Background: an optimization exercise with open tools, aiming at small area and a short achievable clock period. Do not read the settings as production practice. Only simulation tests tie the RTL to the original design; equivalence was not proved. The flow treats the clock pin as an ideal source, which a real chip does not have. Power is estimated from default activity; no workload was simulated.

Design Lowpass, start of the top module:
module Lowpass(input clk, input rst, input en, input [15:0] in, output [15:0] out);
	reg [15:0] ff [31:0];
	reg [15:0] acc;
	reg [4:0]  cnt;
	reg        full;
	wire [15:0] old = full ? ff[31] : 16'b0;
	assign out = en ? {6'b0, acc[15:6]} : 16'b0;
	integer i;
	always @(posedge clk) begin
		if (en) begin
			ff[0] <= in;
			for (i = 1; i < 32; i = i + 1)
				ff[i] <= ff[i-1];
		end
	end
	always @(posedge clk or posedge rst) begin
		if (rst) begin
			acc  <= 16'b0;
			cnt  <= 5'b0;
			full <= 1'b0;
		end else if (en) begin
			acc <= acc + in - old;
			cnt <= cnt + 5'd1;
			if (cnt == 5'd31)
				full <= 1'b1;
		end
	end
endmodule
==> flow/config.mk <==
export PLATFORM = sky130hd
export DESIGN_NAME = Lowpass
export DESIGN_NICKNAME = Lowpass
export VERILOG_FILES = /design/flow/design.v
export SDC_FILE = /design/flow/constraint.sdc
export NUM_CORES = 4
export LEC_CHECK = 0
export CAP_MARGIN = 20
export CORE_MARGIN = 2
export CORE_UTILIZATION = 40
export SETUP_SLACK_MARGIN = 5
export SLEW_MARGIN = 20
==> flow/constraint.sdc <==
create_clock -name core_clock -period 10.0 [get_ports {clk}]
set_input_delay 2.0000 -clock core_clock [delete_from_list [all_inputs] [get_ports {clk}]]
set_output_delay 2.0000 -clock core_clock [all_outputs]
set_load 0.01 [all_outputs]
run.sh (not shown) runs the stock make flow with config.mk's settings and CLKGATE_MAP_FILE= SYNTH_SCRIPT=/design/flow/synth_recipe.tcl, a recipe that flattens the netlist after the stock synthesis.
The starting point finished with timing, DRC and antenna clean.
Change:
- ABC_CLOCK_PERIOD_IN_PS: not set -> 2000
- CORE_UTILIZATION: 40 -> 60
- CTS_BUF_LIST: not set -> sky130_fd_sc_hd__clkbuf_8
Cell area drops by 1.8%.
Critical path depth stays the same.
Sequential share of layout area climbs by 1.4 points.
Change:
- ABC_CLOCK_PERIOD_IN_PS: 2000 -> not set
- CTS_BUF_LIST: sky130_fd_sc_hd__clkbuf_8 -> sky130_fd_sc_hd__clkbuf_4
- CTS_CLUSTER_DIAMETER: not set -> 40
- CTS_CLUSTER_SIZE: not set -> 12
- wire length came out lower by 2.1%
- final cell count came out lower by 3.3%
- maximum frequency is about the same
- global-route usage came out lower by 0.48 points
- non-clock buffer count stays the same
- setup slack hardly moves
- die area does not change
- power came out lower by 9.1%
- count of clock-buffer cells in the layout came out lower by 7
- design area came out lower by 3.3%
Change:
- CORE_UTILIZATION: 60 -> 40
- CTS_BUF_LIST: sky130_fd_sc_hd__clkbuf_4 -> not set
- CTS_CLUSTER_DIAMETER: 40 -> not set
- CTS_CLUSTER_SIZE: 12 -> not set
- SETUP_SLACK_MARGIN: 5 -> not set
=> Area after synthesis is unchanged; clock power came out higher by about 50%; wire length came out higher by 1.6%; utilization came out lower by 21 points.
Change:
- CORE_UTILIZATION: 40 -> 60
- CTS_BUF_LIST: not set -> sky130_fd_sc_hd__clkbuf_8
- CTS_CLUSTER_DIAMETER: not set -> 60
- CTS_CLUSTER_SIZE: not set -> 24
- SETUP_SLACK_MARGIN: not set -> 5
After rerunning: Die area drops by 33%; flip-flop and latch count does not change; maximum frequency climbs by 16%; critical path depth does not change; setup slack is better by 0.78 ns; combinational power drops by about 0.7%; via count drops by 1.7%.

---

Another version of the RTL of Lowpass (not shown whole).
Size in the first run: roughly 530 flip-flops, about 18000 µm² of cells after synthesis.
## Lowpass
module Lowpass(input clk, input rst, input en, input [15:0] in, output [15:0] out);
export LEC_CHECK = 0
export CAP_MARGIN = 20
export CORE_MARGIN = 2
export CORE_UTILIZATION = 60
export CTS_BUF_LIST = sky130_fd_sc_hd__clkbuf_16
export CTS_CLUSTER_DIAMETER = 100
export CTS_CLUSTER_SIZE = 30
export SETUP_SLACK_MARGIN = 5
export SLEW_MARGIN = 20
create_clock -name core_clock -period 10.0 [get_ports {clk}]
standard.sh (not shown) runs the stock make flow with config.mk's settings and CLKGATE_MAP_FILE= SYNTH_SCRIPT=/design/flow/synth_recipe.tcl, a recipe that flattens the netlist after the stock synthesis.
==> flow/flow/run.sh <==
#!/bin/bash
# The standard layout, with a larger setup margin for timing repair, stronger
# port buffers, and flow/fix_en.tcl run before CTS and after CTS's timing
# repair (see that file); the repair after global routing is skipped so that
# it keeps that structure. make's output goes to flow_make.log; each step's
# log is under orfs/logs.
set -euo pipefail
bash standard.sh SETUP_SLACK_MARGIN=6 "BUFFER_PORTS_ARGS=-buffer_cell sky130_fd_sc_hd__buf_2" \
  "PRE_CTS_TCL=$PWD/flow/fix_en.tcl" "POST_CTS_TCL=$PWD/flow/fix_en.tcl" SKIP_INCREMENTAL_REPAIR=1 \
  FIX_EN_BUF=sky130_fd_sc_hd__buf_4 FIX_EN_INV=sky130_fd_sc_hd__inv_4 \
  finish > flow_make.log 2>&1
==> flow/flow/fix_en.tcl <==
# Run as ORFS's PRE_CTS_TCL hook, on the placed design before CTS, and again
# as its POST_CTS_TCL hook, after CTS's timing repair.
# en reaches the output through one gate (out = en & sum), but the gates sit
# deep in en's large fanout tree (the enables of all window registers), and
# timing repair then grows that whole tree to speed up the en -> out path.
# Here the gates' en inputs are taken from the en port buffer directly (or
# from one inverter on it, where the gate wants en inverted), and everything
# else the port buffer drove is put behind one new buffer.
set block [ord::get_db_block]
set en_net [[$block findBTerm en] getNet]
set ibuf ""
foreach it [$en_net getITerms] {
  if {[string match input* [[$it getInst] getName]]} { set ibuf [$it getInst] }
}
if {$ibuf eq ""} { puts "fix_en: no port buffer on en"; return }
set root_net [[$ibuf findITerm X] getNet]
puts "fix_en: port buffer [$ibuf getName], net [$root_net getName]"

# a name not yet used in the block
proc fresh {kind base} {
  set block [ord::get_db_block]
  set k 0
  while {[$block find$kind ${base}_$k] ne "NULL"} { incr k }
  return ${base}_$k
}
proc master_of {inst} { return [[$inst getMaster] getName] }
proc is_buf {inst} { return [regexp {__(buf|bufbuf|clkbuf)_[0-9]+$} [master_of $inst]] }
proc is_inv {inst} { return [regexp {__(inv|clkinv)_[0-9]+$} [master_of $inst]] }
proc in_net {inst} {
  foreach it [$inst getITerms] { if {[$it isInputSignal]} { return [$it getNet] } }
  return ""
}
proc out_net {inst} {
  foreach it [$inst getITerms] { if {[$it isOutputSignal]} { return [$it getNet] } }
  return ""
}
proc driver {net} {
  foreach it [$net getITerms] { if {[$it isOutputSignal]} { return [$it getInst] } }
  return ""
}
# parity of inversions from root_net to net through buffers and inverters, or -1
proc parity {net root_net} {
  set par 0
  for {set k 0} {$k < 12} {incr k} {
    if {$net eq $root_net} { return $par }
    set d [driver $net]
    if {$d eq ""} { return -1 }
    if {[is_inv $d]} { set par [expr {1 - $par}] } elseif {![is_buf $d]} { return -1 }
    set net [in_net $d]
    if {$net eq "" || $net eq "NULL"} { return -1 }
  }
  return -1
}

set loc [$ibuf getLocation]
set inv_net ""
set gates {}
set old_drivers {}
foreach bt [$block getBTerms] {
  if {![string match out* [$bt getName]]} continue
  set obuf [driver [$bt getNet]]
  if {$obuf eq "" || ![is_buf $obuf]} continue
  set gate [driver [in_net $obuf]]
  if {$gate eq "" || [is_buf $gate] || [is_inv $gate]} continue
  foreach it [$gate getITerms] {
    if {![$it isInputSignal]} continue
    set n [$it getNet]
    if {$n eq "NULL"} continue
    if {$n eq $root_net} { lappend gates [$gate getName]; continue }
    if {$inv_net ne "" && $n eq $inv_net} { lappend gates [$gate getName]; continue }
    set par [parity $n $root_net]
    if {$par < 0} continue
    lappend old_drivers [driver $n]
    $it disconnect
    if {$par == 0} {
      $it connect $root_net
    } else {
      if {$inv_net eq ""} {
        set inv [odb::dbInst_create $block [[ord::get_db] findMaster $::env(FIX_EN_INV)] [fresh Inst fix_en_inv]]
        set inv_net [odb::dbNet_create $block [fresh Net fix_en_inv_net]]
        [$inv findITerm A] connect $root_net
        [$inv findITerm Y] connect $inv_net
        $inv setLocation [lindex $loc 0] [lindex $loc 1]
        $inv setPlacementStatus PLACED
      }
      $it connect $inv_net
    }
    lappend gates [$gate getName]
  }
}
puts "fix_en: [llength $gates] output gate inputs moved: $gates"

# remove buffers and inverters left without loads (repeatedly, up the tree);
# instances are tracked by name, since a removed one must not be touched
set names [lsort -unique [lmap d $old_drivers {$d getName}]]
set again 1
while {$again} {
  set again 0
  foreach name $names {
    set d [$block findInst $name]
    if {$d eq "NULL" || $d eq ""} continue
    if {![is_buf $d] && ![is_inv $d]} continue
    if {$name eq [$ibuf getName]} continue
    set o [out_net $d]
    if {$o ne "" && $o ne "NULL" && [llength [$o getITerms]] == 1 && [llength [$o getBTerms]] == 0} {
      puts "fix_en: removing unloaded $name"
      set up [driver [in_net $d]]
      foreach it [$d getITerms] { $it disconnect }
      odb::dbInst_destroy $d
      odb::dbNet_destroy $o
      if {$up ne ""} { lappend names [$up getName] }
      set again 1
    }
  }
  set names [lsort -unique $names]
}

# everything else on root_net goes behind one new buffer
set others {}
foreach it [$root_net getITerms] {
  if {[$it isOutputSignal]} continue
  set inst [$it getInst]
  if {[lsearch -exact $gates [$inst getName]] >= 0} continue
  if {$inv_net ne "" && $inst eq $inv} continue
  lappend others $it
}
puts "fix_en: [llength $others] other loads go behind a new buffer"
if {[llength $others] > 1} {
  set b [odb::dbInst_create $block [[ord::get_db] findMaster $::env(FIX_EN_BUF)] [fresh Inst fix_en_buf]]
  set bnet [odb::dbNet_create $block [fresh Net fix_en_net]]
  [$b findITerm A] connect $root_net
  [$b findITerm X] connect $bnet
  foreach it $others { $it disconnect; $it connect $bnet }
  $b setLocation [lindex $loc 0] [lindex $loc 1]
  $b setPlacementStatus PLACED
}
global_connect
detailed_placement
estimate_parasitics -placement
report_checks -path_delay max -fields {fanout cap slew} -digits 3 -group_path_count 2
Change:
--- a/flow/flow/run.sh
+++ b/flow/flow/run.sh
@@ -3,4 +3,5 @@
-# port buffers, and flow/fix_en.tcl run before CTS and after CTS's timing
-# repair (see that file); the repair after global routing is skipped so that
-# it keeps that structure. make's output goes to flow_make.log; each step's
-# log is under orfs/logs.
+# port buffers, the en and out pins placed together (flow/pins.tcl), and
+# flow/fix_en.tcl run before CTS and after CTS's timing repair (see that
+# file); the repair after global routing is skipped so that it keeps that
+# structure. make's output goes to flow_make.log; each step's log is under
+# orfs/logs.
@@ -8,0 +10 @@
+  "PRE_IO_PLACEMENT_TCL=$PWD/flow/pins.tcl" \
==> flow/flow/pins.tcl (new file) <==
# Run as ORFS's PRE_IO_PLACEMENT_TCL hook, before place_pins: keep the en pin
# and the pins of out[9:0], which en gates, together on the die's edge, so the
# en -> out wires stay short.
set_io_pin_constraint -group -order -pin_names {out[0] out[1] out[2] out[3] out[4] en out[5] out[6] out[7] out[8] out[9]}
--- a/flow/config.mk
+++ b/flow/config.mk
@@ -11 +11 @@
-export CTS_BUF_LIST = sky130_fd_sc_hd__clkbuf_16
+export CTS_BUF_LIST = sky130_fd_sc_hd__clkbuf_8 sky130_fd_sc_hd__clkbuf_16
The changed run ran to the end with no violations. Clock skew shrinks by 3.2 ps. Clock power is about the same. Hold slack hardly moves. Final area is about the same. Setup slack gets better by 65 ps. Sequential share of layout area stays flat.
Change:
--- a/flow/flow/run.sh
+++ b/flow/flow/run.sh
@@ -9 +9 @@
-bash standard.sh SETUP_SLACK_MARGIN=6 "BUFFER_PORTS_ARGS=-buffer_cell sky130_fd_sc_hd__buf_2" \
+bash standard.sh SETUP_SLACK_MARGIN=5.65 "BUFFER_PORTS_ARGS=-buffer_cell sky130_fd_sc_hd__buf_2" \
--- a/flow/flow/fix_en.tcl
+++ b/flow/flow/fix_en.tcl
@@ -137,0 +138,2 @@
+estimate_parasitics -placement
+repair_design -slew_margin $::env(SLEW_MARGIN) -cap_margin $::env(CAP_MARGIN)
--- a/flow/config.mk
+++ b/flow/config.mk
@@ -11,3 +11,4 @@
-export CTS_BUF_LIST = sky130_fd_sc_hd__clkbuf_8 sky130_fd_sc_hd__clkbuf_16
-export CTS_CLUSTER_DIAMETER = 100
-export CTS_CLUSTER_SIZE = 30
+export CTS_BUF_LIST = sky130_fd_sc_hd__clkbuf_16
+export CTS_CLUSTER_DIAMETER = 80
+export CTS_CLUSTER_SIZE = 32
+export PLACE_DENSITY = 0.8
The new run passed the timing, DRC and antenna checks.
Global-route usage increases by 0.23 points.
Cell count is about the same.
First-iteration DRC count rose by roughly a tenth.
Total power goes up slightly.
Utilization stays flat.
Synthesized area stays the same.
Maximum frequency hardly moves.
Via count shrinks slightly.
Change:
--- a/flow/config.mk
+++ b/flow/config.mk
@@ -10 +10 @@
-export CORE_UTILIZATION = 60
+export CORE_UTILIZATION = 70
@@ -12,3 +12,2 @@
-export CTS_CLUSTER_DIAMETER = 80
-export CTS_CLUSTER_SIZE = 32
-export PLACE_DENSITY = 0.8
+export CTS_CLUSTER_DIAMETER = 100
+export CTS_CLUSTER_SIZE = 30
Die area went down by roughly a tenth; utilization went up by 11 points; via count hardly moves; worst setup slack got worse by 7.1 ps; maximum frequency hardly moves; total power went up slightly; global-route usage went up by 2.9 points; flip-flop and latch count stays the same.
Change:
--- a/flow/flow/run.sh
+++ b/flow/flow/run.sh
@@ -9 +9 @@
-bash standard.sh SETUP_SLACK_MARGIN=5.65 "BUFFER_PORTS_ARGS=-buffer_cell sky130_fd_sc_hd__buf_2" \
+bash standard.sh SETUP_SLACK_MARGIN=6 "BUFFER_PORTS_ARGS=-buffer_cell sky130_fd_sc_hd__buf_2" \
--- a/flow/flow/fix_en.tcl
+++ b/flow/flow/fix_en.tcl
@@ -138,2 +137,0 @@
-estimate_parasitics -placement
-repair_design -slew_margin $::env(SLEW_MARGIN) -cap_margin $::env(CAP_MARGIN)
--- a/flow/config.mk
+++ b/flow/config.mk
@@ -10 +10 @@
-export CORE_UTILIZATION = 70
+export CORE_UTILIZATION = 60
@@ -13 +13,2 @@
-export CTS_CLUSTER_SIZE = 30
+export CTS_CLUSTER_SIZE = 36
+export PLACE_DENSITY = 0.8
Effect: First-iteration DRC count came out lower by roughly a tenth; core utilization came out lower by 11 points; sequential share of layout area came out lower by 0.31 points; power came out lower slightly.

---

== v44 ==
The RTL this note starts from:
==> flow/design.v <==
module Lowpass(input clk, input rst, input en, input [15:0] in, output [15:0] out);
	reg [15:0] ff [31:0];
	reg [15:0] acc;
	reg [4:0]  cnt;
	reg        full;
	wire [15:0] old = full ? ff[31] : 16'b0;
	assign out = en ? {6'b0, acc[15:6]} : 16'b0;
	integer i;
	always @(posedge clk) begin
		if (en) begin
			ff[0] <= in;
			for (i = 1; i < 32; i = i + 1)
				ff[i] <= ff[i-1];
		end
	end
	always @(posedge clk or posedge rst) begin
		if (rst) begin
			acc  <= 16'b0;
			cnt  <= 5'b0;
			full <= 1'b0;
		end else if (en) begin
			acc <= acc + in + ~old + 16'd1;
			cnt <= cnt + 5'd1;
			if (cnt == 5'd31)
				full <= 1'b1;
		end
	end
endmodule
clock: 10.0 ns
lec_check: 0
cap_margin: 20
core_margin: 2
core_utilization: 60
cts_buf_list: sky130_fd_sc_hd__clkbuf_16
cts_cluster_diameter: 100
cts_cluster_size: 30
setup_slack_margin: 5
slew_margin: 20
==> flow/flow/run.sh <==
#!/bin/bash
# The standard layout, with a larger setup margin for timing repair, stronger
# port buffers, and flow/fix_en.tcl run before CTS (see that file).
# make's output goes to flow_make.log; each step's log is under orfs/logs.
set -euo pipefail
bash standard.sh SETUP_SLACK_MARGIN=6.5 "BUFFER_PORTS_ARGS=-buffer_cell sky130_fd_sc_hd__buf_2" \
  "PRE_CTS_TCL=$PWD/flow/fix_en.tcl" FIX_EN_BUF=sky130_fd_sc_hd__buf_4 FIX_EN_INV=sky130_fd_sc_hd__inv_4 \
  finish > flow_make.log 2>&1
Other scripts of this flow, unchanged in this note and not shown: flow/flow/fix_en.tcl
Here is what was changed in the inputs of v27 compared with v44.
==> flow/flow/run.sh <==
#!/bin/bash
# The standard layout, with a larger setup margin for timing repair, stronger
# port buffers, and flow/fix_en.tcl run before CTS (see that file).
# make's output goes to flow_make.log; each step's log is under orfs/logs.
set -euo pipefail
bash standard.sh SETUP_SLACK_MARGIN=6 "BUFFER_PORTS_ARGS=-buffer_cell sky130_fd_sc_hd__buf_2" \
  "PRE_CTS_TCL=$PWD/flow/fix_en.tcl" FIX_EN_BUF=sky130_fd_sc_hd__buf_4 FIX_EN_INV=sky130_fd_sc_hd__inv_4 \
  finish > flow_make.log 2>&1
--- outcome ---
Post-route cell area ends up higher on v44.
Clock power across v27 and v44: no real change.
NOTE: utilization in v27 falls short of that of v44
Diff v44 -> v27: post-placement setup slack now sits higher; final routed wirelength across all metal layers shrank by about 4%.
[inputs] v39 vs v27
Settings: swapping 20 for 10 in CAP_MARGIN; swapping 20 for 10 in SLEW_MARGIN; swapping 60 for 70 in CORE_UTILIZATION.
==> comparison <==
In the flow results for v39 and v27, the end-of-flow core utilization is larger on v39. v39 went all the way through synthesis, placement and routing and the layout is clean on timing, DRC and antenna. Taking v27 as the reference, in v39 pre-CTS setup slack grew by 200 ps, power held steady, final worst-path cycle share grew by 1.2 points, number of global-route vias before repair grew by about 1%, highest clock rate shrank by 5.9 MHz.
## Diff of input files: v46 against v39
Settings: swapping 30 for 36 in CTS_CLUSTER_SIZE; swapping 10 for 20 in CAP_MARGIN; swapping 70 for 60 in CORE_UTILIZATION; swapping 100 for 120 in CTS_CLUSTER_DIAMETER; swapping 10 for 20 in SLEW_MARGIN.
Notes after the runs:
- Compared with v39, v46 shows a height of the chip that is about 8% higher.
- Sort v39 and v46 by area overhead of the layout relative to synthesis desc -> top: v39
- Delta(number of buffers inserted to repair setup after CTS, v46 - v39) < 0
- v39 ended up with out[3] as its end point of the critical path; v46 ended up with out[9].

==> re-timing with driven ports <==
The flow's constraints put no driver on any port. The routed layouts listed below were extracted and timed again, unchanged, in two steps. Step 1: set_driving_cell puts a clkbuf_16 on clk and a buf_2 on each other input, an assumption about the parent block. Step 2 also shifts input and output timing later by t, the mid clock arrival at the registers, as if the neighbouring blocks saw the same clock. Three values: no drivers, after step 1, after step 2; two values: the first two.
run | t, ns | slack for setup (ns) | worst setup path at the end | pins driven straight from the clock port
the first run of note 1 | 0.603 | 5.051 / 4.898 / 4.695 | input to register | 1
the second run of note 1 | 0.621 | 5.043 / 4.829 / 4.731 | input to register | 1
the third run of note 1 | 0.744 | 5.043 / 4.810 / 4.737 | input to register | 1
the fourth run of note 1 | 0.603 | 4.267 / 4.220 / 4.220 | input to output | 1
the fifth run of note 1 | 0.595 | 5.043 / 4.813 / 4.746 | input to register | 1
the first run of note 2 | 0.583 | 5.581 / 5.384 / 5.233 | input to register | 1
the second run of note 2 | 0.589 | 5.646 / 5.541 / 5.055 | input to register | 1
the third run of note 2 | 0.576 | 5.643 / 5.532 / 5.118 | input to register | 1
the fourth run of note 2 | 0.581 | 5.636 / 5.528 / 5.086 | input to register | 1
the fifth run of note 2 | 0.573 | 5.635 / 5.521 / 5.232 | input to register | 1
v44 | 0.578 | 5.482 / 5.420 / 5.420 | input to output | 1
v27 | 0.583 | 5.588 / 5.391 / 5.391 | input to output | 1
v39 | 0.569 | 5.469 / 5.408 / 5.408 | input to output | 1
v46 | 0.580 | 5.579 / 5.383 / 5.383 | input to output | 1
After both steps every run listed still meets setup and hold. The setup slack of the second run of note 2, which loses most, moves by -0.105 ns with the drivers and by -0.591 ns with both steps.
